From an optimization exercise on the open Yosys and OpenROAD flow, aimed at small area, a short achievable clock period and few clock cycles; shortcuts taken in it are not production practice. Only simulation tests tie the RTL to the original design; equivalence was not proved. Power is estimated from default activity; no workload was simulated.

--- flow/run.sh ---
#!/bin/bash
# Standard ORFS layout, with ports buffered by buf_1 cells instead of clkdlybuf4s50_1,
# and timing repair aimed at 5.25 ns of setup slack.
set -euo pipefail
bash standard.sh 'BUFFER_PORTS_ARGS=-buffer_cell sky130_fd_sc_hd__buf_1' SETUP_SLACK_MARGIN=5.25 finish > standard.log 2>&1
--- standard.sh ---
#!/bin/bash
# synth_recipe.tcl (not shown) runs the flow's synth.tcl, then flattens the netlist and writes it again
# the make line also repeats each setting of config.mk as NAME=value (left out here)
make -C /OpenROAD-flow-scripts/flow DESIGN_CONFIG=/design/flow/config.mk WORK_HOME=/design/flow/orfs CLKGATE_MAP_FILE= SYNTH_SCRIPT=/design/flow/synth_recipe.tcl "${@:-finish}"
--- config.mk ---
export PLATFORM = sky130hd
export DESIGN_NAME = alu_add
export DESIGN_NICKNAME = alu_add
export VERILOG_FILES = /design/flow/design.v
export SDC_FILE = /design/flow/constraint.sdc
export NUM_CORES = 4
export LEC_CHECK = 0
export ABC_AREA = 1
export CAP_MARGIN = 0
export CORE_MARGIN = 2
export CORE_UTILIZATION = 40
export SLEW_MARGIN = 0
--- constraint.sdc ---
create_clock -name core_clock -period 10.0 [get_ports {clk_i}]
set_input_delay 2.0000 -clock core_clock [delete_from_list [all_inputs] [get_ports {clk_i}]]
set_output_delay 2.0000 -clock core_clock [all_outputs]
set_load 0.01 [all_outputs]
--- design.v ---
package calc_pkg;
    typedef struct packed {
        logic on;
        logic off;
        logic mem_rc;
        logic mem_sub;
        logic mem_add;
        logic op_percent;
        logic op_sqrt;
        logic op_div;
        logic op_mul;
        logic op_sub;
        logic op_add;
        logic op_eq;
        logic dot;
        logic num_1;
        logic num_2;
        logic num_3;
        logic num_4;
        logic num_5;
        logic num_6;
        logic num_7;
        logic num_8;
        logic num_9;
        logic num_0;
    } buttons_t;
    typedef enum logic [4:0] {
        B_NONE,          
        B_ON,            
        B_OFF,           
        B_MEM_RC,        
        B_MEM_SUB,       
        B_MEM_ADD,       
        B_OP_PERCENT,    
        B_OP_SQRT,       
        B_OP_DIV,        
        B_OP_MUL,        
        B_OP_SUB,        
        B_OP_ADD,        
        B_OP_EQ,         
        B_DOT,           
        B_NUM_1,         
        B_NUM_2,         
        B_NUM_3,         
        B_NUM_4,         
        B_NUM_5,         
        B_NUM_6,         
        B_NUM_7,         
        B_NUM_8,         
        B_NUM_9,         
        B_NUM_0,         
        B_UNKNOWN        
    } active_button_t;
    function automatic logic isNumberButton(active_button_t active_button);
        isNumberButton = ((active_button >= calc_pkg::B_NUM_1) && (active_button <= calc_pkg::B_NUM_0));
    endfunction
    function automatic logic isOpButton(active_button_t active_button);
        isOpButton = ((active_button >= calc_pkg::B_OP_DIV) && (active_button <= calc_pkg::B_OP_ADD));
    endfunction
    function automatic logic isEqButton(active_button_t active_button);
        isEqButton = (active_button == calc_pkg::B_OP_EQ);
    endfunction
    function automatic logic isDotButton(active_button_t active_button);
        isDotButton = (active_button == calc_pkg::B_DOT);
    endfunction
    typedef logic [3:0] bcd_t;
    function automatic logic [6:0] bcd2segments(bcd_t bcd);
        unique case (bcd)
            4'd0: bcd2segments = 7'b1111110;
            4'd1: bcd2segments = 7'b0110000;
            4'd2: bcd2segments = 7'b1101101;
            4'd3: bcd2segments = 7'b1111001;
            4'd4: bcd2segments = 7'b0110011;
            4'd5: bcd2segments = 7'b1011011;
            4'd6: bcd2segments = 7'b1011111;
            4'd7: bcd2segments = 7'b1110000;
            4'd8: bcd2segments = 7'b1111111;
            4'd9: bcd2segments = 7'b1111011;
            default: bcd2segments = 7'bxxxxxxx;
        endcase
    endfunction
    typedef enum logic [1:0] {
        OP_NONE,
        OP_ADD,
        OP_MUL,
        OP_DIV
    } op_t;
    function automatic op_t button2op(active_button_t active_button);
        unique case (active_button)
            calc_pkg::B_OP_DIV: button2op = calc_pkg::OP_DIV;
            calc_pkg::B_OP_MUL: button2op = calc_pkg::OP_MUL;
            calc_pkg::B_OP_SUB: button2op = calc_pkg::OP_ADD;
            calc_pkg::B_OP_ADD: button2op = calc_pkg::OP_ADD;
            default: button2op = calc_pkg::OP_NONE;
        endcase
    endfunction
    function automatic bcd_t button2bcd(active_button_t active_button);
        unique case (active_button)
            calc_pkg::B_NUM_1: button2bcd = 1;
            calc_pkg::B_NUM_2: button2bcd = 2;
            calc_pkg::B_NUM_3: button2bcd = 3;
            calc_pkg::B_NUM_4: button2bcd = 4;
            calc_pkg::B_NUM_5: button2bcd = 5;
            calc_pkg::B_NUM_6: button2bcd = 6;
            calc_pkg::B_NUM_7: button2bcd = 7;
            calc_pkg::B_NUM_8: button2bcd = 8;
            calc_pkg::B_NUM_9: button2bcd = 9;
            calc_pkg::B_NUM_0: button2bcd = 0;
            default: button2bcd = 0;
        endcase
    endfunction
    parameter NumDigits = 8;
    typedef logic unsigned [$clog2(NumDigits)-1:0] exponent_t;
    typedef struct packed {
        logic error;
        logic sign;
        exponent_t exponent;
        bcd_t [NumDigits-1:0] significand;
    } num_t;
    function automatic num_t neg(num_t num);
        neg = num;
        neg.sign = !num.sign;
    endfunction
endpackage
module alu_add (
    input   logic           clk_i,
    input   logic           rst_i,
    input   logic [36:0]    left_i,      
    input   logic [36:0]    right_i,     
    output  logic           in_ready_o,
    input   logic           in_valid_i,
    output  logic [36:0]    result_o,    
    input   logic           out_ready_i,
    output  logic           out_valid_o
);
function automatic logic [3:0] c9(input logic [3:0] y, input logic en);
    c9 = {en ? ~(y[3] | y[2] | y[1]) : y[3], y[2] ^ (en & y[1]), y[1], y[0] ^ en};
endfunction
function automatic logic [3:0] dinc(input logic [3:0] r, input logic c);
    dinc = c ? {(r[3] & ~r[0]) | (r[2] & r[1] & r[0]), r[2] ^ (r[1] & r[0]), (r[1] ^ r[0]) & ~r[3], ~r[0]} : r;
endfunction
logic v1_q, v2_q, en1, en2;
assign en2         = !v2_q || out_ready_i;
assign en1         = !v1_q || en2;
assign in_ready_o  = en1;
assign out_valid_o = v2_q;
logic ld1, ld2;
assign ld1 = en1 && in_valid_i;
assign ld2 = en2 && v1_q;
always_ff @(posedge clk_i) begin
    if (rst_i) begin
        v1_q <= 1'b0;
        v2_q <= 1'b0;
    end else begin
        if (en1) v1_q <= in_valid_i;
        if (en2) v2_q <= v1_q;
    end
end
logic [31:0] sa, sb, xa, yb, xb;
logic [2:0]  ea, eb, er, dab, dba, sha, shb;
logic        ga, gb, a_lt, sub;
assign sa = left_i[31:0];
assign sb = right_i[31:0];
assign ea = left_i[34:32];
assign eb = right_i[34:32];
assign ga = left_i[35];
assign gb = right_i[35];
assign a_lt = (ea < eb);
assign dab  = ea - eb;
assign dba  = eb - ea;
assign sha  = a_lt ? dba : 3'd0;
assign shb  = a_lt ? 3'd0 : dab;
assign er   = a_lt ? eb : ea;
assign sub  = ga ^ gb;
assign xa   = sa >> {sha, 2'b00};
always_comb
    for (int i = 0; i < 8; i++)
        yb[4*i +: 4] = c9(sb[4*i +: 4], sub);
always_comb begin
    logic [31:0] t4, t2;
    logic [3:0]  f;
    f  = {sub, 2'b00, sub};
    t4 = shb[2] ? {{4{f}}, yb[31:16]} : yb;
    t2 = shb[1] ? {{2{f}}, t4[31:8]} : t4;
    xb = shb[0] ? {f, t2[31:4]} : t2;
end
logic [4:0] z  [8];
logic [3:0] xk [8];
logic [3:0] xh [8];
logic [4:0] xc [8];
always_comb begin
    for (int i = 0; i < 8; i++) begin
        xk[i] = xa[4*i +: 4] & xb[4*i +: 4];
        xh[i] = xa[4*i +: 4] ^ xb[4*i +: 4];
        xc[i][0] = 1'b0;
        xc[i][1] = xk[i][0];
        xc[i][2] = xk[i][1] | (xh[i][1] & xk[i][0]);
        xc[i][3] = xk[i][2] | (xh[i][2] & xk[i][1]) | (xh[i][2] & xh[i][1] & xk[i][0]);
        xc[i][4] = xk[i][3] | (xh[i][3] & xk[i][2]) | (xh[i][3] & xh[i][2] & xk[i][1])
                 | (xh[i][3] & xh[i][2] & xh[i][1] & xk[i][0]);
        z[i] = {xc[i][4], xh[i] ^ xc[i][3:0]};
    end
end
logic [4:0] z_q [8];
logic [2:0] er_q;
logic       sub_q, ga_q, gb_q;
always_ff @(posedge clk_i) begin
    if (ld1) begin
        for (int i = 0; i < 8; i++) z_q[i] <= z[i];
        er_q   <= er;
        sub_q  <= sub;
        ga_q   <= ga;
        gb_q   <= gb;
    end
end
logic [3:0] r0 [8];
logic [7:0] g, p;
always_comb begin
    for (int i = 0; i < 8; i++) begin
        g[i] = z_q[i][4] | (z_q[i][3] & (z_q[i][2] | z_q[i][1]));
        p[i] = ~z_q[i][4] & z_q[i][3] & ~z_q[i][2] & ~z_q[i][1] & z_q[i][0];
        r0[i] = g[i] ? {z_q[i][3] ^ (z_q[i][2] | z_q[i][1]), ~(z_q[i][2] ^ z_q[i][1]), ~z_q[i][1], z_q[i][0]}
                     : z_q[i][3:0];
    end
end
logic [8:0] c0, c1;
logic [7:0] gg [4];
logic [7:0] pp [4];
always_comb begin
    gg[0] = g; pp[0] = p;
    for (int l = 0; l < 3; l++) begin
        for (int i = 0; i < 8; i++) begin
            if (i >= (1 << l)) begin
                gg[l+1][i] = gg[l][i] | (pp[l][i] & gg[l][i - (1 << l)]);
                pp[l+1][i] = pp[l][i] & pp[l][i - (1 << l)];
            end else begin
                gg[l+1][i] = gg[l][i];
                pp[l+1][i] = pp[l][i];
            end
        end
    end
    c0[0] = 1'b0;
    c1[0] = 1'b1;
    for (int i = 0; i < 8; i++) begin
        c0[i+1] = gg[3][i];
        c1[i+1] = gg[3][i] | pp[3][i];
    end
end
logic        cy, inc, neg, shr;
logic [31:0] s;
assign cy  = c0[8];
assign inc = sub_q & cy;
assign neg = sub_q & ~cy;
assign shr = ~sub_q & cy;
always_comb
    for (int i = 0; i < 8; i++)
        s[4*i +: 4] = dinc(r0[i], c0[i] | (inc & c1[i]));
logic [7:0]  zd;         
logic [7:0]  lzt;        
logic [8:1]  kt;         
logic [2:0]  k;
logic [31:0] m, h4, h2, h1;
always_comb begin
    for (int i = 0; i < 8; i++) begin
        m[4*i +: 4] = c9(s[4*i +: 4], neg);
        zd[i] = (s[4*i +: 4] == {neg, 2'b00, neg});
    end
    lzt[0] = 1'b1;
    for (int j = 1; j <= 7; j++) begin
        lzt[j] = lzt[j-1] & zd[8-j];
        kt[j] = lzt[j] && (er_q >= 3'(j));
    end
    kt[8] = 1'b0;
    k[2] = kt[4];
    k[1] = kt[6] | (kt[2] & ~kt[4]);
    k[0] = kt[7] | (kt[5] & ~kt[6]) | (kt[3] & ~kt[4]) | (kt[1] & ~kt[2]);
    h4 = k[2] ? {m[15:0], 16'd0} : m;
    h2 = k[1] ? {h4[23:0], 8'd0} : h4;
    h1 = k[0] ? {h2[27:0], 4'd0} : h2;
end
logic [36:0] res;
assign res = shr ? {er_q == 3'd7, ga_q, er_q + 3'd1, 4'd1, s[31:4]}
                 : {1'b0, (neg ? gb_q : ga_q) & ~(&zd), er_q - k, h1};
logic [36:0] r2_q;
always_ff @(posedge clk_i)
    if (ld2) r2_q <= res;
assign result_o = r2_q;
endmodule
==> flow_summary.html, run 1 <==
<table>
<tr><th>Metric</th><th>Value</th></tr>
<tr><th colspan="2">Yosys</th></tr>
<tr><td>Synth Net Count</td><td>between 1500 and 2000</td></tr>
<tr><td>Post-synthesis instance area</td><td>0.0101 mm²</td></tr>
<tr><td>Mean instance size in the synthesized netlist</td><td>6.67 µm²</td></tr>
<tr><td>Synth top area share</td><td>24.8%</td></tr>
<tr><td>Post-synth top area cell</td><td>sky130_fd_sc_hd__edfxtp_1</td></tr>
<tr><td>Dominant cells by area after synthesis</td><td>sky130_fd_sc_hd__edfxtp_1 25%, sky130_fd_sc_hd__nand2_1 18%, sky130_fd_sc_hd__ha_1 7.8%</td></tr>
<tr><td>Number of distinct library cells after synthesis</td><td>50</td></tr>
<tr><td>Proportion of synthesized flip-flops having asynchronous set or reset</td><td>0%</td></tr>
<tr><td>Syn. warnings</td><td>9</td></tr>
<tr><td>Primary flip-flop cell chosen by synthesis mapping</td><td>sky130_fd_sc_hd__edfxtp_1</td></tr>
<tr><td>EDFF count, synth</td><td>83</td></tr>
<tr><td>Seq/Total Area, Yosys</td><td>25.2%</td></tr>
<tr><td>Gate count of the mapped netlist</td><td>1507</td></tr>
<tr><td>Synthesis-stage register bit count</td><td>85</td></tr>
<tr><th colspan="2">Place</th></tr>
<tr><td>Buffers added on ports</td><td>114</td></tr>
<tr><td>Post-DP HPWL</td><td>21.1 mm</td></tr>
<tr><td>Final RePlAce weighted congestion</td><td>0.962</td></tr>
<tr><th colspan="2">Timing</th></tr>
<tr><td>Slew margin rel.</td><td>26.0%</td></tr>
<tr><td>Number of failing hold endpoints at the final stage</td><td>0</td></tr>
<tr><td>Clk_skew</td><td>between 0.006 and 0.007 ns</td></tr>
<tr><td>Accumulated negative setup slack</td><td>0 ns</td></tr>
<tr><td>Actual transition at the worst max-transition pin</td><td>around 1.1 ns</td></tr>
<tr><td>Number of setup violations in the final report</td><td>0</td></tr>
<tr><td>Max-slew violation count</td><td>0</td></tr>
<tr><td>Post-layout minimum cycle time</td><td>4.63 ns</td></tr>
<tr><td>Final period utilization</td><td>46.3%</td></tr>
<tr><td>Highest Clock Rate</td><td>216 MHz</td></tr>
<tr><td>RSZ-0062 raised after global routing</td><td>true</td></tr>
<tr><th colspan="2">Setup path</th></tr>
<tr><td>Reg2Reg Depth</td><td>28</td></tr>
<tr><td>CP arrival</td><td>4.74 ns</td></tr>
<tr><td>CP required</td><td>between 10 and 15 ns</td></tr>
<tr><td>Worst-path maximum fanout</td><td>8</td></tr>
<tr><td>Capturing element type of the critical path</td><td>register</td></tr>
<tr><td>Kind of critical path</td><td>in2reg</td></tr>
<tr><td>Critical Path Start Type</td><td>input pin</td></tr>
<tr><th colspan="2">Global route</th></tr>
<tr><td>GRT overflow</td><td>0</td></tr>
<tr><td>Largest net degree at the start of global routing</td><td>47</td></tr>
<tr><td>Wire length of the first global-routing pass</td><td>46.4 mm</td></tr>
<tr><td>Via count of the first global-routing pass</td><td>9109</td></tr>
<tr><td>All-Layer GR Usage</td><td>22.0%</td></tr>
<tr><td>Antenna violations before repair</td><td>0</td></tr>
<tr><th colspan="2">Drt</th></tr>
<tr><td>DRC viols</td><td>0</td></tr>
<tr><td>Detail-routed net length per standard cell</td><td>14.5 µm</td></tr>
<tr><td>Antenna violation net count after detailed routing</td><td>0</td></tr>
<tr><td>Violation count after the first detailed-routing iteration</td><td>582</td></tr>
<tr><td>First-pass DRT Iterations</td><td>5</td></tr>
<tr><td>Routed wire length</td><td>28.5 mm</td></tr>
<tr><td>Average via count per standard cell</td><td>roughly 5.1</td></tr>
<tr><td>Vias after detailed routing</td><td>~10000</td></tr>
<tr><th colspan="2">Finish</th></tr>
<tr><td>Most common library cell in the layout ignoring fill and taps</td><td>sky130_fd_sc_hd__nand2_1</td></tr>
<tr><td>Commonest cells after routing, fill and taps aside</td><td>458 x sky130_fd_sc_hd__nand2_1, 174 x sky130_fd_sc_hd__inv_1, 149 x sky130_fd_sc_hd__nand3_1</td></tr>
<tr><td>Share of final-layout standard cells stronger than drive strength 1</td><td>between 10% and 20%</td></tr>
<tr><td>Count of inserted antenna diode cells</td><td>0</td></tr>
<tr><td>Number of nets in the layout</td><td>1784</td></tr>
<tr><td>Area grow syn2layout</td><td>17.8%</td></tr>
<tr><th colspan="2">Clocking</th></tr>
<tr><td>Number of buffers inserted for hold repair after clock tree synthesis</td><td>0</td></tr>
<tr><td>Level count of the clock H-tree</td><td>3</td></tr>
<tr><td>CTS Root Cell</td><td>sky130_fd_sc_hd__clkbuf_16</td></tr>
<tr><td>Total clock buffers created by CTS</td><td>9</td></tr>
<tr><td>Clock-pin transition on the worst setup and hold timing paths</td><td>~0.060 ns</td></tr>
<tr><td>Clock latency at the later pin of the worst-skew pair</td><td>about 0.35 ns</td></tr>
<tr><td>Total number of clock tree sinks</td><td>85</td></tr>
<tr><td>Clock tree from TritonCTS</td><td>yes</td></tr>
<tr><td>Maximum count of clock buffers along a single path</td><td>2</td></tr>
<tr><th colspan="2">Outcome</th></tr>
<tr><td>Outcome</td><td>finished clean</td></tr>
<tr><th colspan="2">Power</th></tr>
<tr><td>Leak Pwr</td><td>5.64 nW</td></tr>
<tr><td>Largest vdd supply drop</td><td>roughly 0.11 mV</td></tr>
<tr><td>Power density of the placed cells</td><td>290 mW/mm²</td></tr>
<tr><td>Total chip power</td><td>0.00343 W</td></tr>
<tr><th colspan="2">Flow run</th></tr>
<tr><td>Number of violations of the max-capacitance limit</td><td>0</td></tr>
<tr><th colspan="2">Floorplan</th></tr>
<tr><td>Die Span X</td><td>163 µm</td></tr>
<tr><td>Starting density of the core</td><td>40.3%</td></tr>
<tr><td>Die outline area</td><td>approximately 0.026 mm²</td></tr>
<tr><td>DIE HEIGHT</td><td>163 µm</td></tr>
<tr><td>CORE AREA</td><td>0.0250 mm²</td></tr>
<tr><td>Number of top-level pins</td><td>roughly 120</td></tr>
<tr><td>Cell row count</td><td>58</td></tr>
<tr><th colspan="2">Hold path</th></tr>
<tr><td>Min-delay worst type</td><td>reg2reg</td></tr>
<tr><td>Hold path cells</td><td>2</td></tr>
</table>
worst paths after layout:
check              startpoint         to  slack (ns)
setup / recovery  right_i[33]  z_q[0][4]        5.37
hold / removal           v1_q       v2_q        0.53
setup reg to reg    z_q[0][2]   r2_q[34]        5.44
hold reg to reg          v1_q       v2_q        0.53
worst max-delay path, cell delays in order:
cell and delay [ns]:
sky130_fd_sc_hd__clkbuf_4 0.14, sky130_fd_sc_hd__inv_2 0.05, sky130_fd_sc_hd__ha_1 0.19, sky130_fd_sc_hd__a21oi_2 0.18, sky130_fd_sc_hd__and2_4 0.22, sky130_fd_sc_hd__inv_4 0.07, sky130_fd_sc_hd__nand2_4 0.10, sky130_fd_sc_hd__buf_12 0.13
sky130_fd_sc_hd__clkinvlp_4 0.11, sky130_fd_sc_hd__buf_6 0.16, sky130_fd_sc_hd__a21oi_4 0.11, sky130_fd_sc_hd__o21ai_2 0.07, sky130_fd_sc_hd__o21ai_2 0.10, sky130_fd_sc_hd__o21ai_2 0.11, sky130_fd_sc_hd__mux2i_1 0.24, sky130_fd_sc_hd__ha_1 0.31
sky130_fd_sc_hd__a21oi_1 0.16, sky130_fd_sc_hd__nand2_1 0.10, sky130_fd_sc_hd__a21o_1 0.18
cell usage after synthesis (3+ instances only):
library cell               instances
sky130_fd_sc_hd__nand2_1         469
sky130_fd_sc_hd__inv_1           185
sky130_fd_sc_hd__nand3_1         150
sky130_fd_sc_hd__o21ai_0         139
sky130_fd_sc_hd__edfxtp_1         83
sky130_fd_sc_hd__nor2_1           78
sky130_fd_sc_hd__ha_1             63
sky130_fd_sc_hd__xor2_1           45
sky130_fd_sc_hd__a21oi_1          39
sky130_fd_sc_hd__clkbuf_1         36
sky130_fd_sc_hd__xnor2_1          15
sky130_fd_sc_hd__buf_2            12
sky130_fd_sc_hd__nand4_1          12
sky130_fd_sc_hd__nor2_2           12
sky130_fd_sc_hd__fa_1             11
sky130_fd_sc_hd__nand3_2          11
sky130_fd_sc_hd__inv_2            10
sky130_fd_sc_hd__o211ai_1         10
sky130_fd_sc_hd__mux2i_1           9
sky130_fd_sc_hd__nand2_2           9
sky130_fd_sc_hd__nor3_1            9
sky130_fd_sc_hd__nor4_1            9
sky130_fd_sc_hd__a21o_1            8
sky130_fd_sc_hd__nor2_4            8
sky130_fd_sc_hd__buf_4             6
sky130_fd_sc_hd__clkinv_1          6
sky130_fd_sc_hd__or2_2             6
sky130_fd_sc_hd__buf_6             5
sky130_fd_sc_hd__nand3_4           5
sky130_fd_sc_hd__nand3b_1          5
sky130_fd_sc_hd__buf_1             4
sky130_fd_sc_hd__nand2_4           4
sky130_fd_sc_hd__o31ai_1           4
sky130_fd_sc_hd__a21oi_2           3
sky130_fd_sc_hd__o21a_1            3
sky130_fd_sc_hd__o21ai_1           3
sky130_fd_sc_hd__or2_1             3
through the flow:
step,util (%),hold WS [ns],worst slack (ns),std cells,cell area (µm²)
6_report,47.5,0.527,5.37,1967,11800
5_1_grt,47.5,0.563,5.16,1967,11800
3_3_place_gp,42.8,0.510,3.78,1896,10700
3_5_place_dp,42.8,0.524,3.74,1896,10700
2_1_floorplan,-,0.445,5.30,1507,10100
4_1_cts,45.6,0.533,5.09,1937,11400
where the power goes:
part | leakage, nW | switching, W | internal, W
Combinational | 4.67 | 0.00157 | 0.000857
Clock | 0.145 | 0.000132 | 0.000217
Sequential | 0.820 | 0.0000638 | 0.000590
Total | 5.64 | 0.00177 | 0.00166
what timing repair did:
action	in CTS	in global routing
setup buffers	15	27
cloned	10	3
pin swaps	12	31
endpoints found under the setup margin	75	34
resized for setup	57	85
layout make-up:
cell class,instances,area (µm²)
well taps,330,413
repair inverters,4,27.5
flip-flops and latches,85,2530
inverters,201,790
clock inverters,5,75.1
clock buffers,11,233
repair buffers,165,917
multi-input cells,1166,6860
fillers,2629,13100
per-layer routing:
layer / track usage (%) / wire length [µm] / vias up
li1: - / - / 5179
met1: 28.3 / 12500 / 4378
met2: 36.4 / 13200 / 321
met3: 2.14 / 1340 / 75
met4: 12.4 / 1490 / 0
met5: 0 / 0 / -
sequential cells by signal, summed over array words and instances (netlist names):
name	count
z_q	40
r2_q	37
er_q	3
ga_q	1
gb_q	1
sub_q	1
v1_q	1
v2_q	1
logic make-up (layout without fill, tap and decap cells):
| family | Yosys count | in the layout | synth area share [%] |
|---|---|---|---|
| buffers and inverters | 264 | 386 | 10.6 |
| AOI/OAI and AO/OA | 216 | 216 | 11.8 |
| adders and majority gates | 74 | 74 | 10.0 |
| and+or+nand+nor | 798 | 806 | 36.1 |
| muxes | 10 | 10 | 1.01 |
| xor gates and xnor gates | 60 | 60 | 5.22 |
| DFF | 85 | 85 | 25.2 |
Testbench counts, summed over its fixed seeds: cycles 3,216.
==> run 2, diff against run 1 <==
==> flow/run.sh (replaced) <==
#!/bin/bash
# Standard ORFS layout, with ports buffered by buf_1 cells instead of clkdlybuf4s50_1.
set -euo pipefail
bash standard.sh 'BUFFER_PORTS_ARGS=-buffer_cell sky130_fd_sc_hd__buf_1' finish > standard.log 2>&1
--- a/config.mk
+++ b/config.mk
@@ -10,3 +10,4 @@
 export CORE_MARGIN = 2
-export CORE_UTILIZATION = 40
+export CORE_UTILIZATION = 50
+export SETUP_SLACK_MARGIN = 5
 export SLEW_MARGIN = 0
==> run 2 against run 1 <==
- clock power is 8.3% higher
- critical endpoint is now r2_q[34]
- synthesized cell count stayed put
- sequential power hardly changed
- register-to-register slack worse by 0.37 ns
- wire length is 0.64% lower
- design area is 3.9% lower
- cell count is 4.4% lower
- sequential cell count stayed put
- sequential share of layout area is 0.86 points higher
- setup slack worse by 0.30 ns
==> flow_summary.html, run 2 <==
<table>
<tr><th>Metric</th><th>Value</th></tr>
<tr><th colspan="2">Setup path</th></tr>
<tr><td>Critical path destination</td><td>r2_q[34]</td></tr>
<tr><td>Worst-path maximum fanout</td><td>14</td></tr>
<tr><td>CP arrival</td><td>around 5.0 ns</td></tr>
<tr><td>Critical path's slowest cell</td><td>sky130_fd_sc_hd__fa_1</td></tr>
<tr><td>Launching point of the worst reg2reg path</td><td>z_q[0][1]</td></tr>
<tr><td>Kind of critical path</td><td>reg2reg</td></tr>
<tr><td>Most common cell type on the critical path</td><td>sky130_fd_sc_hd__nand2_1</td></tr>
<tr><td>Critical path startpoint</td><td>z_q[0][1]</td></tr>
<tr><td>Capturing element type of the critical path</td><td>register</td></tr>
<tr><td>Slowest Stage Delay on Critical Path</td><td>0.40 ns</td></tr>
<tr><td>Reg2Reg Depth</td><td>28</td></tr>
<tr><td>CP required</td><td>approximately 10 ns</td></tr>
<tr><td>Critical Path Start Type</td><td>register</td></tr>
<tr><td>Slack of the worst reg-to-reg path</td><td>5.07 ns</td></tr>
<tr><td>Capturing point of the worst reg2reg path</td><td>r2_q[34]</td></tr>
<tr><th colspan="2">Yosys</th></tr>
<tr><td>Dominant cells by area after synthesis</td><td>sky130_fd_sc_hd__edfxtp_1 25%, sky130_fd_sc_hd__nand2_1 18%, sky130_fd_sc_hd__ha_1 7.8%</td></tr>
<tr><td>Synth Net Count</td><td>1659</td></tr>
<tr><td>Synth top area share</td><td>approximately 25%</td></tr>
<tr><td>EDFF count, synth</td><td>between 80 and 90</td></tr>
<tr><td>Primary flip-flop cell chosen by synthesis mapping</td><td>sky130_fd_sc_hd__edfxtp_1</td></tr>
<tr><td>Number of distinct library cells after synthesis</td><td>50</td></tr>
<tr><td>Post-synth top area cell</td><td>sky130_fd_sc_hd__edfxtp_1</td></tr>
<tr><td>Post-synthesis instance area</td><td>0.0101 mm²</td></tr>
<tr><td>Leading post-synthesis cells by instance count</td><td>469 x sky130_fd_sc_hd__nand2_1, 185 x sky130_fd_sc_hd__inv_1, 150 x sky130_fd_sc_hd__nand3_1, 139 x sky130_fd_sc_hd__o21ai_0, 83 x sky130_fd_sc_hd__edfxtp_1</td></tr>
<tr><td>Gate count of the mapped netlist</td><td>around 1500</td></tr>
<tr><td>Synthesis-stage register bit count</td><td>85</td></tr>
<tr><td>Most common cell in the netlist</td><td>sky130_fd_sc_hd__nand2_1</td></tr>
<tr><td>Mean instance size in the synthesized netlist</td><td>roughly 6.7 µm²</td></tr>
<tr><td>Proportion of synthesized flip-flops having asynchronous set or reset</td><td>0%</td></tr>
<tr><td>Syn. warnings</td><td>9</td></tr>
<tr><td>Seq/Total Area, Yosys</td><td>25.2%</td></tr>
<tr><th colspan="2">Power</th></tr>
<tr><td>Power density of the placed cells</td><td>just under 300 mW/mm²</td></tr>
<tr><td>Switching power of the nets</td><td>0.00173 W</td></tr>
<tr><td>Part of the power in the clock network</td><td>about 11%</td></tr>
<tr><td>Internal power consumption</td><td>between 0.0015 and 0.002 W</td></tr>
<tr><td>Sequential share of power</td><td>just under 20%</td></tr>
<tr><td>Leak Pwr</td><td>about 5.5 nW</td></tr>
<tr><td>Combinational fraction of design power</td><td>69.5%</td></tr>
<tr><td>Largest vdd supply drop</td><td>roughly 0.11 mV</td></tr>
<tr><td>Switching part of the total power</td><td>51.3%</td></tr>
<tr><th colspan="2">Place</th></tr>
<tr><td>Total placed instance area</td><td>0.0106 mm²</td></tr>
<tr><td>Post-DP HPWL</td><td>21.2 mm</td></tr>
<tr><td>Final RePlAce weighted congestion</td><td>0.907</td></tr>
<tr><td>Buffers added on ports</td><td>114</td></tr>
<tr><td>Worst setup timing slack at the placement stage</td><td>3.61 ns</td></tr>
<tr><th colspan="2">Outcome</th></tr>
<tr><td>Outcome</td><td>finished clean</td></tr>
<tr><th colspan="2">Finish</th></tr>
<tr><td>Area grow syn2layout</td><td>13.2%</td></tr>
<tr><td>Number of nets in the layout</td><td>1764</td></tr>
<tr><td>Post-route standard cell area excluding fillers</td><td>0.0114 mm²</td></tr>
<tr><td>Share of final-layout standard cells stronger than drive strength 1</td><td>10.1%</td></tr>
<tr><td>Count of inserted antenna diode cells</td><td>0</td></tr>
<tr><td>Top flop regs</td><td>z_q x40, r2_q x37, er_q x3</td></tr>
<tr><td>Commonest cells after routing, fill and taps aside</td><td>465 x sky130_fd_sc_hd__nand2_1, 181 x sky130_fd_sc_hd__inv_1, 149 x sky130_fd_sc_hd__nand3_1</td></tr>
<tr><td>Largest register by flop count</td><td>z_q</td></tr>
<tr><td>Flip-flop count of the largest register, all copies and words added</td><td>40</td></tr>
<tr><td>Filler cells</td><td>1992</td></tr>
<tr><td>Util after Layout</td><td>58.1%</td></tr>
<tr><td>Most common library cell in the layout ignoring fill and taps</td><td>sky130_fd_sc_hd__nand2_1</td></tr>
<tr><th colspan="2">Drt</th></tr>
<tr><td>First-pass DRT Iterations</td><td>7</td></tr>
<tr><td>Vias after detailed routing</td><td>~10000</td></tr>
<tr><td>Routed wire length</td><td>28.4 mm</td></tr>
<tr><td>Violation count after the first detailed-routing iteration</td><td>about 570</td></tr>
<tr><td>Antenna violation net count after detailed routing</td><td>0</td></tr>
<tr><td>Detail-routed net length per standard cell</td><td>15.1 µm</td></tr>
<tr><td>DRC viols</td><td>0</td></tr>
<tr><td>Average via count per standard cell</td><td>5.30</td></tr>
<tr><th colspan="2">Clocking</th></tr>
<tr><td>Total clock buffers created by CTS</td><td>9</td></tr>
<tr><td>Clock-pin transition on the worst setup and hold timing paths</td><td>0.06 ns</td></tr>
<tr><td>Clock latency at the later pin of the worst-skew pair</td><td>0.34 ns</td></tr>
<tr><td>Maximum count of clock buffers along a single path</td><td>2</td></tr>
<tr><td>Clock tree from TritonCTS</td><td>yes</td></tr>
<tr><td>CTS Root Cell</td><td>sky130_fd_sc_hd__clkbuf_16</td></tr>
<tr><td>Total number of clock tree sinks</td><td>85</td></tr>
<tr><td>Level count of the clock H-tree</td><td>3</td></tr>
<tr><th colspan="2">Timing</th></tr>
<tr><td>Setup ws final</td><td>slightly above 5 ns</td></tr>
<tr><td>Highest Clock Rate</td><td>between 200 and 250 MHz</td></tr>
<tr><td>Max-slew violation count</td><td>0</td></tr>
<tr><td>Number of failing hold endpoints at the final stage</td><td>0</td></tr>
<tr><td>Number of setup violations in the final report</td><td>0</td></tr>
<tr><td>Accumulated negative setup slack</td><td>0 ns</td></tr>
<tr><td>Final period utilization</td><td>between 40 and 50%</td></tr>
<tr><td>Worst hold slack across all endpoints</td><td>0.526 ns</td></tr>
<tr><td>Clk_skew</td><td>0.00651 ns</td></tr>
<tr><td>RSZ-0062 raised after global routing</td><td>true</td></tr>
<tr><td>Actual transition at the worst max-transition pin</td><td>1.14 ns</td></tr>
<tr><td>Post-layout minimum cycle time</td><td>4.93 ns</td></tr>
<tr><td>Slew margin rel.</td><td>23.7%</td></tr>
<tr><th colspan="2">Floorplan</th></tr>
<tr><td>Number of top-level pins</td><td>117</td></tr>
<tr><td>Cell row count</td><td>51</td></tr>
<tr><td>CORE AREA</td><td>between 0.015 and 0.02 mm²</td></tr>
<tr><td>DIE HEIGHT</td><td>146 µm</td></tr>
<tr><td>Die Span X</td><td>146 µm</td></tr>
<tr><td>Starting density of the core</td><td>51.3%</td></tr>
<tr><td>Die outline area</td><td>roughly 0.021 mm²</td></tr>
<tr><th colspan="2">Global route</th></tr>
<tr><td>Largest net degree at the start of global routing</td><td>47</td></tr>
<tr><td>Antenna violations before repair</td><td>0</td></tr>
<tr><td>All-Layer GR Usage</td><td>26.6%</td></tr>
<tr><td>Via count of the first global-routing pass</td><td>9238</td></tr>
<tr><td>GRT overflow</td><td>0</td></tr>
<tr><td>Wire length of the first global-routing pass</td><td>about 46 mm</td></tr>
<tr><th colspan="2">Hold path</th></tr>
<tr><td>Min-delay worst type</td><td>reg2reg</td></tr>
<tr><td>Min-delay src</td><td>v2_q</td></tr>
<tr><th colspan="2">Flow run</th></tr>
<tr><td>Number of violations of the max-capacitance limit</td><td>0</td></tr>
</table>
## run 2: cell types whose count changed in the layout (fill, tap and decap cells not counted), moves of 3 or more
cell / previous run / this run
sky130_fd_sc_hd__o21ai_0: 102 / 124
sky130_fd_sc_hd__buf_4: 41 / 29
sky130_fd_sc_hd__nor2_4: 15 / 11
sky130_fd_sc_hd__ha_1: 58 / 62
sky130_fd_sc_hd__nand2_1: 458 / 465
sky130_fd_sc_hd__ha_2: 3 / 0
sky130_fd_sc_hd__inv_1: 174 / 181
sky130_fd_sc_hd__nor2_1: 73 / 76
sky130_fd_sc_hd__buf_6: 4 / 1
sky130_fd_sc_hd__o21ai_2: 18 / 7
sky130_fd_sc_hd__inv_2: 17 / 10
sky130_fd_sc_hd__o21ai_1: 22 / 12
sky130_fd_sc_hd__buf_1: 109 / 112
sky130_fd_sc_hd__nand2_2: 15 / 10
## run 2: worst min path at each step
stage               cells after the start   end  slack [ns]
floorplan                               2  v2_q        0.45
global placement                        2  v2_q        0.51
detailed placement                      2  v2_q        0.52
CTS                                     2  v2_q        0.53
global route                            2  v2_q        0.56
finish                                  2  v2_q        0.53
## run 2: worst max-delay path: cells and delay by family (launching register included)
family / cells / cell delay [ns]
buffers and inverters: 5 / 0.60
DFF: 1 / 0.35
and+or+nand+nor: 15 / 1.92
AOI/OAI and AO/OA: 2 / 0.47
xor gates and xnor gates: 2 / 0.33
adders and majority gates: 4 / 0.99
## run 2: cell families (layout without fill, tap and decap cells)
family                   after synthesis  after routing  share of synthesized area, %
XOR/XNOR                              60             60                          5.22
AND/OR/NAND/NOR                      798            806                          36.1
AO/OA/AOI/OAI                        216            216                          11.8
flip-flops                            85             85                          25.2
adder cells (fa/ha/maj)               74             74                          10.0
buffers and inverters                264            365                          10.6
multiplexers                          10             10                          1.01
## run 2: cell type report
class | count | area, µm² | share of cell area [%]
sequential | 85 | 2530 | 22.2
clock buffer | 11 | 233 | 2.04
inverter | 201 | 782 | 6.87
tap | 265 | 332 | 2.91
multi-input combinational | 1166 | 6680 | 58.6
timing repair buffer | 147 | 724 | 6.36
clock inverter | 4 | 97.6 | 0.857
timing repair inverter | 2 | 12.5 | 0.110
## run 2: routing by layer
| metal | track usage, % | part of all wire (%) | up-vias |
|---|---|---|---|
| met5 | 0 | 0 | - |
| met4 | 17.8 | 7.1 | 0 |
| met3 | 2.88 | 4.2 | 102 |
| met2 | 44.8 | 46 | 333 |
| met1 | 31.9 | 42 | 4386 |
| li1 | - | - | 5148 |
## run 2: stage by stage
stage	std cells	total power (W)
floorplan	1507	0.00239
global placement	1830	0.00285
detailed placement	1830	0.00289
CTS	1862	0.00333
global route	1881	0.00375
finish	1881	0.00337
## run 2: power by group through the flow
stage | combinational (W) | sequential [W] | clock [W]
final | 0.00234 | 0.000652 | 0.000378
after floorplan | 0.00172 | 0.000670 | 0
after detailed placement | 0.00223 | 0.000660 | 0
after global placement | 0.00219 | 0.000657 | 0
after global routing | 0.00268 | 0.000666 | 0.000398
after CTS | 0.00229 | 0.000653 | 0.000385
## run 2: what timing repair did
item                                    4_1_cts  5_1_grt
pin swaps                                     8        7
endpoints found under the setup margin       70       61
endpoints found under the hold margin         0        0
gates resized for setup                      37       21
hold buffers                                  0        0
setup buffers                                 9       16
cloned                                        8        3
==> run 3, diff against run 2 <==
--- a/config.mk
+++ b/config.mk
@@ -10,3 +10,3 @@
 export CORE_MARGIN = 2
-export CORE_UTILIZATION = 50
+export CORE_UTILIZATION = 40
 export SETUP_SLACK_MARGIN = 5
==> run 3 against run 2 <==
- still clean
- cell count rose by 3.9%
- first-iteration DRC count rose by 4.1%
- worst hold slack barely moved
- clock power fell by 12%
- synthesized cell count did not move
- clock-buffer cell count rose by 4
- fmax rose by 2.8%
- non-clock buffer count rose by 7
- setup slack improved by 0.14 ns
- largest cell class unchanged
==> flow_summary.html, run 3 <==
<table>
<tr><th>Metric</th><th>Value</th></tr>
<tr><th colspan="2">Floorplan</th></tr>
<tr><td>Cell row count</td><td>58</td></tr>
<tr><td>Number of top-level pins</td><td>117</td></tr>
<tr><td>Die outline area</td><td>between 0.02 and 0.03 mm²</td></tr>
<tr><td>Die Span X</td><td>about 160 µm</td></tr>
<tr><td>DIE HEIGHT</td><td>163 µm</td></tr>
<tr><td>CORE AREA</td><td>between 0.02 and 0.025 mm²</td></tr>
<tr><td>Starting density of the core</td><td>between 40 and 50%</td></tr>
<tr><th colspan="2">Clocking</th></tr>
<tr><td>Clock tree from TritonCTS</td><td>yes</td></tr>
<tr><td>CTS Root Cell</td><td>sky130_fd_sc_hd__clkbuf_16</td></tr>
<tr><td>Total clock buffers created by CTS</td><td>9</td></tr>
<tr><td>Maximum count of clock buffers along a single path</td><td>2</td></tr>
<tr><td>Total number of clock tree sinks</td><td>85</td></tr>
<tr><td>Clock-pin transition on the worst setup and hold timing paths</td><td>about 0.06 ns</td></tr>
<tr><td>Clock latency at the later pin of the worst-skew pair</td><td>about 0.35 ns</td></tr>
<tr><td>Level count of the clock H-tree</td><td>3</td></tr>
<tr><th colspan="2">Timing</th></tr>
<tr><td>RSZ-0062 raised after global routing</td><td>true</td></tr>
<tr><td>Highest Clock Rate</td><td>209 MHz</td></tr>
<tr><td>Actual transition at the worst max-transition pin</td><td>1.11 ns</td></tr>
<tr><td>Post-layout minimum cycle time</td><td>4.79 ns</td></tr>
<tr><td>Accumulated negative setup slack</td><td>0 ns</td></tr>
<tr><td>Number of failing hold endpoints at the final stage</td><td>0</td></tr>
<tr><td>Clk_skew</td><td>roughly 0.0081 ns</td></tr>
<tr><td>Final period utilization</td><td>between 40% and 50%</td></tr>
<tr><td>Setup ws final</td><td>between 5 and 6 ns</td></tr>
<tr><td>Slew margin rel.</td><td>about a quarter</td></tr>
<tr><td>Max-slew violation count</td><td>0</td></tr>
<tr><td>Number of setup violations in the final report</td><td>0</td></tr>
<tr><th colspan="2">Drt</th></tr>
<tr><td>Violation count after the first detailed-routing iteration</td><td>590</td></tr>
<tr><td>Antenna violation net count after detailed routing</td><td>0</td></tr>
<tr><td>Detail-routed net length per standard cell</td><td>roughly 15 µm</td></tr>
<tr><td>First-pass DRT Iterations</td><td>8</td></tr>
<tr><td>DRC viols</td><td>0</td></tr>
<tr><td>Average via count per standard cell</td><td>5.06</td></tr>
<tr><td>Vias after detailed routing</td><td>9890</td></tr>
<tr><td>Routed wire length</td><td>between 20 and 30 mm</td></tr>
<tr><th colspan="2">Yosys</th></tr>
<tr><td>Synthesis-stage register bit count</td><td>85</td></tr>
<tr><td>Synth top area share</td><td>between 20 and 25%</td></tr>
<tr><td>Post-synthesis instance area</td><td>0.0101 mm²</td></tr>
<tr><td>Xor/xnor cell area share of the yosys netlist</td><td>under 10%</td></tr>
<tr><td>Number of distinct library cells after synthesis</td><td>50</td></tr>
<tr><td>EDFF count, synth</td><td>83</td></tr>
<tr><td>Post-synth top area cell</td><td>sky130_fd_sc_hd__edfxtp_1</td></tr>
<tr><td>Dominant cells by area after synthesis</td><td>sky130_fd_sc_hd__edfxtp_1 25%, sky130_fd_sc_hd__nand2_1 18%, sky130_fd_sc_hd__ha_1 7.8%</td></tr>
<tr><td>Synth Net Count</td><td>1659</td></tr>
<tr><td>Share of synthesized cell area in full adder, half adder and majority cells</td><td>10.0%</td></tr>
<tr><td>Mean instance size in the synthesized netlist</td><td>6.67 µm²</td></tr>
<tr><td>Syn. warnings</td><td>9</td></tr>
<tr><td>Gate count of the mapped netlist</td><td>1507</td></tr>
<tr><td>Area fraction in and, or, nand and nor cells after synthesis</td><td>36.1%</td></tr>
<tr><td>Synth Area in Compound Gates</td><td>11.8%</td></tr>
<tr><td>Proportion of synthesized flip-flops having asynchronous set or reset</td><td>0%</td></tr>
<tr><td>Dominant combinational cell family by area after synthesis</td><td>simple AND/OR/NAND/NOR gates</td></tr>
<tr><td>Share of cell area taken by muxes after synthesis</td><td>1.01%</td></tr>
<tr><td>Leading post-synthesis cells by instance count</td><td>469 x sky130_fd_sc_hd__nand2_1, 185 x sky130_fd_sc_hd__inv_1, 150 x sky130_fd_sc_hd__nand3_1, 139 x sky130_fd_sc_hd__o21ai_0, 83 x sky130_fd_sc_hd__edfxtp_1</td></tr>
<tr><td>Primary flip-flop cell chosen by synthesis mapping</td><td>sky130_fd_sc_hd__edfxtp_1</td></tr>
<tr><td>Seq/Total Area, Yosys</td><td>between 20 and 30%</td></tr>
<tr><td>Most common cell in the netlist</td><td>sky130_fd_sc_hd__nand2_1</td></tr>
<tr><th colspan="2">Setup path</th></tr>
<tr><td>Critical path's slowest cell</td><td>sky130_fd_sc_hd__fa_1</td></tr>
<tr><td>Capturing element type of the critical path</td><td>register</td></tr>
<tr><td>Reg2Reg Depth</td><td>28</td></tr>
<tr><td>Most common cell type on the critical path</td><td>sky130_fd_sc_hd__inv_1</td></tr>
<tr><td>Series of cell instances along the critical path</td><td>buf_1 &gt; inv_1 &gt; ha_2 &gt; a21oi_4 &gt; and2_4 &gt; inv_2 &gt; nand2_1 &gt; buf_6 &gt; clkinv_4 &gt; o21ai_0 &gt; inv_1 &gt; o21ai_1 &gt; ha_1 &gt; inv_1 &gt; fa_1 &gt; xnor2_1</td></tr>
<tr><td>Critical path startpoint</td><td>right_i[34]</td></tr>
<tr><td>Worst-path maximum fanout</td><td>31</td></tr>
<tr><td>Slowest Stage Delay on Critical Path</td><td>~0.37 ns</td></tr>
<tr><td>Critical Path Start Type</td><td>input pin</td></tr>
<tr><td>Launching point of the worst reg2reg path</td><td>z_q[0][1]</td></tr>
<tr><td>Kind of critical path</td><td>in2reg</td></tr>
<tr><td>CP arrival</td><td>4.89 ns</td></tr>
<tr><td>CP required</td><td>10.10 ns</td></tr>
<tr><th colspan="2">Global route</th></tr>
<tr><td>Antenna violations before repair</td><td>0</td></tr>
<tr><td>Largest net degree at the start of global routing</td><td>47</td></tr>
<tr><td>Via count of the first global-routing pass</td><td>9056</td></tr>
<tr><td>Wire length of the first global-routing pass</td><td>45.4 mm</td></tr>
<tr><td>GRT overflow</td><td>0</td></tr>
<tr><td>All-Layer GR Usage</td><td>21.5%</td></tr>
<tr><th colspan="2">Hold path</th></tr>
<tr><td>Min-delay src</td><td>v1_q</td></tr>
<tr><td>Min-delay worst type</td><td>reg2reg</td></tr>
<tr><td>Hold path cells</td><td>2</td></tr>
<tr><th colspan="2">Power</th></tr>
<tr><td>Internal power consumption</td><td>approximately 0.0016 W</td></tr>
<tr><td>Largest vdd supply drop</td><td>0.110 mV</td></tr>
<tr><td>Power density of the placed cells</td><td>slightly below 300 mW/mm²</td></tr>
<tr><td>Sequential share of power</td><td>19.4%</td></tr>
<tr><td>Part of the power in the clock network</td><td>9.9%</td></tr>
<tr><td>Switching part of the total power</td><td>about 52%</td></tr>
<tr><td>Leak Pwr</td><td>5.52 nW</td></tr>
<tr><td>Switching power of the nets</td><td>0.00175 W</td></tr>
<tr><td>Combinational fraction of design power</td><td>70.7%</td></tr>
<tr><th colspan="2">Finish</th></tr>
<tr><td>Filler cells</td><td>~2600</td></tr>
<tr><td>Area of the multi-input gates</td><td>0.00672 mm²</td></tr>
<tr><td>Number of nets in the layout</td><td>approximately 1800</td></tr>
<tr><td>Top flop regs</td><td>z_q x40, r2_q x37, er_q x3</td></tr>
<tr><td>Most common library cell in the layout ignoring fill and taps</td><td>sky130_fd_sc_hd__nand2_1</td></tr>
<tr><td>Util after Layout</td><td>between 40% and 50%</td></tr>
<tr><td>Commonest cells after routing, fill and taps aside</td><td>464 x sky130_fd_sc_hd__nand2_1, 181 x sky130_fd_sc_hd__inv_1, 150 x sky130_fd_sc_hd__nand3_1</td></tr>
<tr><td>Sequential Area</td><td>0.00253 mm²</td></tr>
<tr><td>Fin cells</td><td>1955</td></tr>
<tr><td>Flip-flop count of the largest register, all copies and words added</td><td>40</td></tr>
<tr><td>Count of inserted antenna diode cells</td><td>0</td></tr>
<tr><td>Largest register by flop count</td><td>z_q</td></tr>
<tr><td>Post-route standard cell area excluding fillers</td><td>0.0115 mm²</td></tr>
<tr><td>Area grow syn2layout</td><td>14.7%</td></tr>
<tr><td>Share of final-layout standard cells stronger than drive strength 1</td><td>10.3%</td></tr>
<tr><th colspan="2">Place</th></tr>
<tr><td>Buffers added on ports</td><td>about 110</td></tr>
<tr><td>Worst setup timing slack at the placement stage</td><td>3.34 ns</td></tr>
<tr><td>Total placed instance area</td><td>0.0107 mm²</td></tr>
<tr><td>Post-DP HPWL</td><td>21.1 mm</td></tr>
<tr><td>Cells after DPL</td><td>~1900</td></tr>
<tr><td>Final RePlAce weighted congestion</td><td>~1</td></tr>
<tr><th colspan="2">Flow run</th></tr>
<tr><td>Number of violations of the max-capacitance limit</td><td>0</td></tr>
<tr><th colspan="2">Outcome</th></tr>
<tr><td>Outcome</td><td>finished clean</td></tr>
</table>
## run 3: kinds of logic after synthesis
| family | after synthesis |
|---|---|
| AOI/OAI and AO/OA | 216 |
| xor gates and xnor gates | 60 |
| and+or+nand+nor | 798 |
| muxes | 10 |
| adders and majority gates | 74 |
| DFF | 85 |
| buffers and inverters | 264 |
## run 3: routing by layer
metal  part of all wire [%]  up-vias  track usage [%]
li1                       -     5157                -
met1                     44     4311             27.0
met2                     46      337             35.8
met3                    4.8       85             2.72
met4                    5.8        0             12.0
met5                      0        -                0
## run 3: worst max-delay path: cells and delay by family
family | cells | cell delay [ns]
fa+ha+maj | 3 | 0.93
buf+inv | 7 | 0.85
compound gates | 3 | 0.62
simple gates | 2 | 0.32
xor+xnor | 1 | 0.14
## run 3: final timing paths
kind                                   to  slack [ns]
worst min-delay path                 v2_q        0.53
worst max register to register   r2_q[34]        5.29
worst min register to register       v2_q        0.53
worst max-delay path            z_q[2][2]        5.21
## run 3: final cells by class
cell class / count / share of cell area [%]
inverters: 201 / 6.75
clock inverters: 1 / 0.260
well taps: 330 / 3.58
clock buffers: 15 / 2.32
multi-input cells: 1167 / 58.3
flip-flops and latches: 85 / 22.0
repair inverters: 2 / 0.108
repair buffers: 154 / 6.76
## run 3: power by group through the flow
stage	Clock, W	Combinational, W	Sequential [W]
floorplan	0	0.00172	0.000670
global placement	0	0.00219	0.000658
detailed placement	0	0.00223	0.000662
CTS	0.000342	0.00228	0.000654
global route	0.000355	0.00272	0.000668
finish	0.000333	0.00239	0.000654
## run 3: metrics by stage
stage                     hold slack [ns]  total power (W)
after floorplan                     0.445          0.00239
after global placement              0.512          0.00285
after detailed placement            0.521          0.00289
after CTS                           0.530          0.00328
after global routing                0.568          0.00375
final                               0.526          0.00337
## run 3: timing repair
item | 4_1_cts | 5_1_grt
pin swaps | 6 | 13
hold buffers | 0 | 0
cloned | 8 | 3
gates resized for setup | 31 | 36
setup buffers | 6 | 28
setup endpoints to repair | 67 | 34
==> run 4, diff against run 3 <==
--- a/config.mk
+++ b/config.mk
@@ -11,2 +11,4 @@
 export CORE_UTILIZATION = 40
+export CTS_CLUSTER_DIAMETER = 100
+export CTS_CLUSTER_SIZE = 30
 export SETUP_SLACK_MARGIN = 5
==> run 4 against run 3 <==
- clock-buffer cell count unchanged
- still clean on timing, DRC and antenna
- via count unchanged
- synthesized cell count unchanged
- clock skew unchanged
==> flow_summary.html, run 4 <==
<table>
<tr><th>Metric</th><th>Value</th></tr>
<tr><th colspan="2">Outcome</th></tr>
<tr><td>Outcome</td><td>finished clean</td></tr>
<tr><th colspan="2">Yosys</th></tr>
<tr><td>Synth top area share</td><td>about a quarter</td></tr>
<tr><td>Gate count of the mapped netlist</td><td>1507</td></tr>
<tr><td>Syn. warnings</td><td>9</td></tr>
<tr><td>Mean instance size in the synthesized netlist</td><td>6.67 µm²</td></tr>
<tr><td>Post-synthesis instance area</td><td>0.0101 mm²</td></tr>
<tr><td>Number of distinct library cells after synthesis</td><td>50</td></tr>
<tr><td>Post-synth top area cell</td><td>sky130_fd_sc_hd__edfxtp_1</td></tr>
<tr><td>Primary flip-flop cell chosen by synthesis mapping</td><td>sky130_fd_sc_hd__edfxtp_1</td></tr>
<tr><td>Proportion of synthesized flip-flops having asynchronous set or reset</td><td>0%</td></tr>
<tr><td>Synth Net Count</td><td>between 1500 and 2000</td></tr>
<tr><td>Dominant cells by area after synthesis</td><td>sky130_fd_sc_hd__edfxtp_1 25%, sky130_fd_sc_hd__nand2_1 18%, sky130_fd_sc_hd__ha_1 7.8%</td></tr>
<tr><td>Synthesis-stage register bit count</td><td>85</td></tr>
<tr><td>EDFF count, synth</td><td>83</td></tr>
<tr><td>Leading post-synthesis cells by instance count</td><td>469 x sky130_fd_sc_hd__nand2_1, 185 x sky130_fd_sc_hd__inv_1, 150 x sky130_fd_sc_hd__nand3_1, 139 x sky130_fd_sc_hd__o21ai_0, 83 x sky130_fd_sc_hd__edfxtp_1</td></tr>
<tr><td>Most common cell in the netlist</td><td>sky130_fd_sc_hd__nand2_1</td></tr>
<tr><td>Seq/Total Area, Yosys</td><td>25.2%</td></tr>
<tr><th colspan="2">Floorplan</th></tr>
<tr><td>Number of top-level pins</td><td>117</td></tr>
<tr><td>Cell row count</td><td>58</td></tr>
<tr><td>Die outline area</td><td>0.0264 mm²</td></tr>
<tr><td>Starting density of the core</td><td>40.3%</td></tr>
<tr><td>DIE HEIGHT</td><td>163 µm</td></tr>
<tr><td>CORE AREA</td><td>about 0.025 mm²</td></tr>
<tr><td>Die Span X</td><td>163 µm</td></tr>
<tr><th colspan="2">Hold path</th></tr>
<tr><td>Min-delay worst type</td><td>reg2reg</td></tr>
<tr><td>Min-delay src</td><td>v1_q</td></tr>
<tr><th colspan="2">Drt</th></tr>
<tr><td>Violation count after the first detailed-routing iteration</td><td>590</td></tr>
<tr><td>Detail-routed net length per standard cell</td><td>14.6 µm</td></tr>
<tr><td>Antenna violation net count after detailed routing</td><td>0</td></tr>
<tr><td>Routed wire length</td><td>28.5 mm</td></tr>
<tr><td>DRC viols</td><td>0</td></tr>
<tr><td>Average via count per standard cell</td><td>5.06</td></tr>
<tr><td>First-pass DRT Iterations</td><td>8</td></tr>
<tr><td>Vias after detailed routing</td><td>9890</td></tr>
<tr><th colspan="2">Timing</th></tr>
<tr><td>Highest Clock Rate</td><td>~210 MHz</td></tr>
<tr><td>Number of setup violations in the final report</td><td>0</td></tr>
<tr><td>RSZ-0062 raised after global routing</td><td>true</td></tr>
<tr><td>Clk_skew</td><td>0.00810 ns</td></tr>
<tr><td>Final period utilization</td><td>47.9%</td></tr>
<tr><td>Max-slew violation count</td><td>0</td></tr>
<tr><td>Slew margin rel.</td><td>25.6%</td></tr>
<tr><td>Actual transition at the worst max-transition pin</td><td>1.11 ns</td></tr>
<tr><td>Number of failing hold endpoints at the final stage</td><td>0</td></tr>
<tr><td>Accumulated negative setup slack</td><td>0 ns</td></tr>
<tr><td>Post-layout minimum cycle time</td><td>4.79 ns</td></tr>
<tr><th colspan="2">Clocking</th></tr>
<tr><td>Total clock buffers created by CTS</td><td>9</td></tr>
<tr><td>Clock-pin transition on the worst setup and hold timing paths</td><td>around 0.060 ns</td></tr>
<tr><td>Maximum count of clock buffers along a single path</td><td>2</td></tr>
<tr><td>Level count of the clock H-tree</td><td>3</td></tr>
<tr><td>Number of buffers inserted for hold repair after clock tree synthesis</td><td>0</td></tr>
<tr><td>Clock latency at the later pin of the worst-skew pair</td><td>0.35 ns</td></tr>
<tr><td>CTS Root Cell</td><td>sky130_fd_sc_hd__clkbuf_16</td></tr>
<tr><td>Clock tree from TritonCTS</td><td>yes</td></tr>
<tr><td>Total number of clock tree sinks</td><td>85</td></tr>
<tr><th colspan="2">Power</th></tr>
<tr><td>Largest vdd supply drop</td><td>0.110 mV</td></tr>
<tr><td>Part of the power in the clock network</td><td>approximately 9.9%</td></tr>
<tr><td>Power density of the placed cells</td><td>292 mW/mm²</td></tr>
<tr><td>Leak Pwr</td><td>between 5 and 6 nW</td></tr>
<tr><td>Internal power consumption</td><td>0.00163 W</td></tr>
<tr><td>Combinational fraction of design power</td><td>70.7%</td></tr>
<tr><td>Sequential share of power</td><td>19.4%</td></tr>
<tr><td>Total chip power</td><td>0.00337 W</td></tr>
<tr><td>Switching power of the nets</td><td>0.00175 W</td></tr>
<tr><td>Switching part of the total power</td><td>51.8%</td></tr>
<tr><th colspan="2">Finish</th></tr>
<tr><td>Commonest cells after routing, fill and taps aside</td><td>464 x sky130_fd_sc_hd__nand2_1, 181 x sky130_fd_sc_hd__inv_1, 150 x sky130_fd_sc_hd__nand3_1</td></tr>
<tr><td>Largest register by flop count</td><td>z_q</td></tr>
<tr><td>Count of inserted antenna diode cells</td><td>0</td></tr>
<tr><td>Area grow syn2layout</td><td>14.7%</td></tr>
<tr><td>Filler cells</td><td>2642</td></tr>
<tr><td>Number of nets in the layout</td><td>1772</td></tr>
<tr><td>Util after Layout</td><td>46.2%</td></tr>
<tr><td>Share of final-layout standard cells stronger than drive strength 1</td><td>approximately a tenth</td></tr>
<tr><td>Flip-flop count of the largest register, all copies and words added</td><td>40</td></tr>
<tr><td>Top flop regs</td><td>z_q x40, r2_q x37, er_q x3</td></tr>
<tr><td>Most common library cell in the layout ignoring fill and taps</td><td>sky130_fd_sc_hd__nand2_1</td></tr>
<tr><th colspan="2">Setup path</th></tr>
<tr><td>Kind of critical path</td><td>in2reg</td></tr>
<tr><td>Critical path startpoint</td><td>right_i[34]</td></tr>
<tr><td>Launching point of the worst reg2reg path</td><td>z_q[0][1]</td></tr>
<tr><td>Capturing element type of the critical path</td><td>register</td></tr>
<tr><td>Worst-path maximum fanout</td><td>31</td></tr>
<tr><td>CP arrival</td><td>4.89 ns</td></tr>
<tr><td>CP required</td><td>approximately 10 ns</td></tr>
<tr><td>Critical Path Start Type</td><td>input pin</td></tr>
<tr><th colspan="2">Place</th></tr>
<tr><td>Buffers added on ports</td><td>114</td></tr>
<tr><td>Post-DP HPWL</td><td>21.1 mm</td></tr>
<tr><td>Final RePlAce weighted congestion</td><td>0.981</td></tr>
<tr><th colspan="2">Global route</th></tr>
<tr><td>All-Layer GR Usage</td><td>21.5%</td></tr>
<tr><td>Via count of the first global-routing pass</td><td>9056</td></tr>
<tr><td>Antenna violations before repair</td><td>0</td></tr>
<tr><td>Wire length of the first global-routing pass</td><td>45.4 mm</td></tr>
<tr><td>GRT overflow</td><td>0</td></tr>
<tr><td>Largest net degree at the start of global routing</td><td>47</td></tr>
<tr><th colspan="2">Flow run</th></tr>
<tr><td>Number of violations of the max-capacitance limit</td><td>0</td></tr>
</table>
## run 4: cell counts after synthesis
No cell type changed its count.
## run 4: what timing repair did
action	4_1_cts	5_1_grt
pin swaps	6	13
buffers inserted	6	28
hold endpoints to repair	0	0
resized for setup	31	36
setup endpoints to repair	67	34
gates cloned	8	3
## run 4: cell type report
| cell class | count | area, µm² | share of cell area, % |
|---|---|---|---|
| tap | 330 | 413 | 3.58 |
| sequential | 85 | 2530 | 22.0 |
| multi-input combinational | 1167 | 6720 | 58.3 |
| clock buffer | 15 | 268 | 2.32 |
| timing repair inverter | 2 | 12.5 | 0.108 |
| clock inverter | 1 | 30.0 | 0.260 |
| timing repair buffer | 154 | 779 | 6.76 |
| inverter | 201 | 778 | 6.75 |
## run 4: stage by stage
stage	setup WS [ns]	cells	area, µm²	hold slack, ns
6_report	5.21	1955	11500	0.526
5_1_grt	4.94	1955	11500	0.568
4_1_cts	4.92	1924	11200	0.530
3_5_place_dp	3.34	1894	10700	0.521
3_3_place_gp	3.39	1894	10700	0.512
2_1_floorplan	5.03	1507	10100	0.445
## run 4: power by group through the flow
stage	Combinational (W)	Clock [W]	Sequential (W)
CTS	0.00228	0.000342	0.000654
detailed placement	0.00223	0	0.000662
global route	0.00272	0.000355	0.000668
finish	0.00239	0.000333	0.000654
global placement	0.00219	0	0.000658
floorplan	0.00172	0	0.000670
## run 4: final timing paths
check | depth (start not counted) | slack (ns) | endpoint
worst max-delay path | 16 | 5.21 | z_q[2][2]
worst min-delay path | 2 | 0.53 | v2_q
worst max register to register | 28 | 5.29 | r2_q[34]
worst min register to register | 2 | 0.53 | v2_q
## run 4: logic make-up (layout without fill, tap and decap cells)
logic type / count (synthesis) / after routing / synth area share, %
DFF: 85 / 85 / 25.2
muxes: 10 / 10 / 1.01
and+or+nand+nor: 798 / 807 / 36.1
xor gates and xnor gates: 60 / 60 / 5.22
AOI/OAI and AO/OA: 216 / 216 / 11.8
buffers and inverters: 264 / 373 / 10.6
adders and majority gates: 74 / 74 / 10.0
## run 4: routing by layer
layer  wire [µm]  vias up  part of all wire [%]  GRT usage [%]
met5           0        -                     0              0
met4        1650        0                   5.8           12.0
met3        1370       85                   4.8           2.72
met2       13000      337                    46           35.8
met1       12400     4311                    44           27.0
li1            -     5157                     -              -
## run 4: critical path, cell delays in order
cell	delay [ns]
sky130_fd_sc_hd__buf_1	0.07
sky130_fd_sc_hd__inv_1	0.06
sky130_fd_sc_hd__ha_2	0.33
sky130_fd_sc_hd__a21oi_4	0.16
sky130_fd_sc_hd__and2_4	0.21
sky130_fd_sc_hd__inv_2	0.14
sky130_fd_sc_hd__nand2_1	0.11
sky130_fd_sc_hd__buf_6	0.23
sky130_fd_sc_hd__clkinv_4	0.20
sky130_fd_sc_hd__o21ai_0	0.20
sky130_fd_sc_hd__inv_1	0.09
sky130_fd_sc_hd__o21ai_1	0.26
sky130_fd_sc_hd__ha_1	0.23
sky130_fd_sc_hd__inv_1	0.06
sky130_fd_sc_hd__fa_1	0.37
sky130_fd_sc_hd__xnor2_1	0.14
==> run 5, diff against run 4 <==
==> flow/run.sh (replaced) <==
#!/bin/bash
# Standard ORFS layout, with three changes: adders are left to abc as plain gates (no
# half/full adder cells), ports are buffered by buf_1 cells instead of clkdlybuf4s50_1,
# and timing repair aims at 5 ns of setup slack.
set -euo pipefail
bash standard.sh ADDER_MAP_FILE= 'BUFFER_PORTS_ARGS=-buffer_cell sky130_fd_sc_hd__buf_1' SETUP_SLACK_MARGIN=5 finish > standard.log 2>&1
--- a/config.mk
+++ b/config.mk
@@ -11,5 +11,2 @@
 export CORE_UTILIZATION = 40
-export CTS_CLUSTER_DIAMETER = 100
-export CTS_CLUSTER_SIZE = 30
-export SETUP_SLACK_MARGIN = 5
 export SLEW_MARGIN = 0
==> run 5 against run 4 <==
- critical path type unchanged
- non-clock buffer count shrank 7
- worst hold slack gained 0.0096 ns
- via count shrank 6.6%
- synthesized area shrank 9.1%
- sequential power shrank about 10%
- clock skew grew 0.0014 ns
- setup slack lost 0.031 ns
- design area shrank 9.4%
- sequential cell count is the same
- cell count shrank 5.5%
- largest power group unchanged
- largest cell class unchanged
- core utilization grew 0.22 points
- critical path depth grew 6
==> flow_summary.html, run 5 <==
<table>
<tr><th>Metric</th><th>Value</th></tr>
<tr><th colspan="2">Finish</th></tr>
<tr><td>Util after Layout</td><td>a little under half</td></tr>
<tr><td>Commonest cells after routing, fill and taps aside</td><td>463 x sky130_fd_sc_hd__nand2_1, 147 x sky130_fd_sc_hd__inv_1, 135 x sky130_fd_sc_hd__o21ai_0</td></tr>
<tr><th colspan="2">Setup path</th></tr>
<tr><td>CP arrival</td><td>4.92 ns</td></tr>
<tr><td>CP required</td><td>slightly above 10 ns</td></tr>
<tr><th colspan="2">Yosys</th></tr>
<tr><td>Synthesis-stage register bit count</td><td>85</td></tr>
<tr><td>Seq/Total Area, Yosys</td><td>27.7%</td></tr>
<tr><td>Synth top area share</td><td>27.3%</td></tr>
<tr><td>Number of distinct library cells after synthesis</td><td>59</td></tr>
<tr><td>Gate count of the mapped netlist</td><td>1446</td></tr>
<tr><th colspan="2">Place</th></tr>
<tr><td>Post-DP HPWL</td><td>a little over 20 mm</td></tr>
<tr><th colspan="2">Floorplan</th></tr>
<tr><td>DIE HEIGHT</td><td>155 µm</td></tr>
<tr><td>Die outline area</td><td>0.0241 mm²</td></tr>
<tr><th colspan="2">Drt</th></tr>
<tr><td>Antenna violation net count after detailed routing</td><td>0</td></tr>
<tr><td>Average via count per standard cell</td><td>5.00</td></tr>
<tr><th colspan="2">Power</th></tr>
<tr><td>Total chip power</td><td>0.00242 W</td></tr>
<tr><td>Internal power consumption</td><td>0.00124 W</td></tr>
<tr><td>Largest vdd supply drop</td><td>0.106 mV</td></tr>
<tr><th colspan="2">Timing</th></tr>
<tr><td>Worst hold slack across all endpoints</td><td>0.535 ns</td></tr>
<tr><td>Final period utilization</td><td>48.2%</td></tr>
<tr><td>Highest Clock Rate</td><td>207 MHz</td></tr>
<tr><th colspan="2">Outcome</th></tr>
<tr><td>Outcome</td><td>finished clean</td></tr>
<tr><th colspan="2">Clocking</th></tr>
<tr><td>Number of buffers inserted for hold repair after clock tree synthesis</td><td>0</td></tr>
<tr><td>Maximum count of clock buffers along a single path</td><td>2</td></tr>
</table>
run 5: cell types whose count changed after synthesis, sizes merged, moves of 7 or more:
cell / previous run / this run
nor2: 99 / 146
xnor2: 15 / 33
o221ai: 0 / 8
maj3: 0 / 10
mux2i: 9 / 2
a31oi: 1 / 10
buf: 27 / 19
fa: 11 / 0
ha: 63 / 0
inv: 195 / 171
nand3: 166 / 95
o211ai: 10 / 26
o21ai: 143 / 154
run 5: logic make-up after synthesis:
| logic type | Yosys count | synth area share (%) |
|---|---|---|
| and+or+nand+nor | 786 | 37.5 |
| xor gates and xnor gates | 73 | 6.99 |
| adders and majority gates | 10 | 1.12 |
| muxes | 2 | 0.219 |
| DFF | 85 | 27.7 |
| AOI/OAI and AO/OA | 265 | 16.9 |
| buffers and inverters | 225 | 9.59 |
run 5: repair_timing:
action / CTS / global route
buffers inserted: 6 / 17
setup endpoints to repair: 21 / 25
gates cloned: 4 / 4
pin swaps: 0 / 2
resized for setup: 12 / 29
run 5: through the flow:
stage | area, µm² | std cells | setup WS (ns)
floorplan | 9140 | 1446 | 5.24
global placement | 9770 | 1801 | 4.14
detailed placement | 9770 | 1801 | 4.08
CTS | 10200 | 1827 | 5.03
global route | 10400 | 1848 | 4.90
finish | 10400 | 1848 | 5.18
run 5: layout make-up:
class | count | area share (%)
Clock inverter | 7 | 0.958
Sequential cell | 85 | 24.2
Timing Repair Buffer | 147 | 6.91
Inverter | 173 | 6.44
Tap cell | 285 | 3.41
Timing Repair inverter | 6 | 0.311
Clock buffer | 9 | 2.16
Multi-Input combinational cell | 1136 | 55.6
run 5: path summary, 6_finish.rpt:
kind,from,to,slack [ns],cells after the start
max,left_i[33],z_q[6][4],5.18,22
min,v1_q,v2_q,0.54,2
max reg2reg,z_q[0][1],r2_q[11],5.42,22
min reg2reg,v1_q,v2_q,0.54,2
run 5: power groups by stage:
| stage | combinational [W] | sequential [W] | clock, W |
|---|---|---|---|
| floorplan | 0.00107 | 0.000598 | 0 |
| global placement | 0.00141 | 0.000592 | 0 |
| detailed placement | 0.00143 | 0.000593 | 0 |
| CTS | 0.00144 | 0.000586 | 0.000369 |
| global route | 0.00167 | 0.000598 | 0.000384 |
| finish | 0.00147 | 0.000587 | 0.000364 |
run 5: worst max-delay path: stages:
cell                         delay, ns
sky130_fd_sc_hd__buf_1            0.06
sky130_fd_sc_hd__inv_1            0.05
sky130_fd_sc_hd__nor2_1           0.11
sky130_fd_sc_hd__inv_2            0.06
sky130_fd_sc_hd__nand2_1          0.16
sky130_fd_sc_hd__nor2_4           0.06
sky130_fd_sc_hd__inv_2            0.07
sky130_fd_sc_hd__nand3_1          0.10
sky130_fd_sc_hd__nand2_4          0.13
sky130_fd_sc_hd__inv_1            0.09
sky130_fd_sc_hd__nor2_4           0.15
sky130_fd_sc_hd__buf_12           0.17
sky130_fd_sc_hd__clkinvlp_4       0.16
sky130_fd_sc_hd__o21ai_2          0.18
sky130_fd_sc_hd__nor2_1           0.07
sky130_fd_sc_hd__nand2_1          0.12
sky130_fd_sc_hd__inv_2            0.05
sky130_fd_sc_hd__nand2_1          0.10
sky130_fd_sc_hd__inv_2            0.04
sky130_fd_sc_hd__maj3_2           0.31
sky130_fd_sc_hd__maj3_2           0.32
sky130_fd_sc_hd__maj3_1           0.33
run 5: per-layer routing:
metal	GRT usage, %	share of wire [%]	up-vias
li1	-	-	4987
met1	27.0	45	3990
met2	37.1	48	222
met3	2.20	3.5	38
met4	7.51	3.2	0
met5	0	0	-

Re-timed with assumed drivers on the ports (clkbuf_16 on the clock, buf_2 on other inputs), run 5 has 5.197 ns of setup slack against 5.176 ns with ideal ports, and 4.801 ns once port delays also move by the mid clock arrival of 0.397 ns.
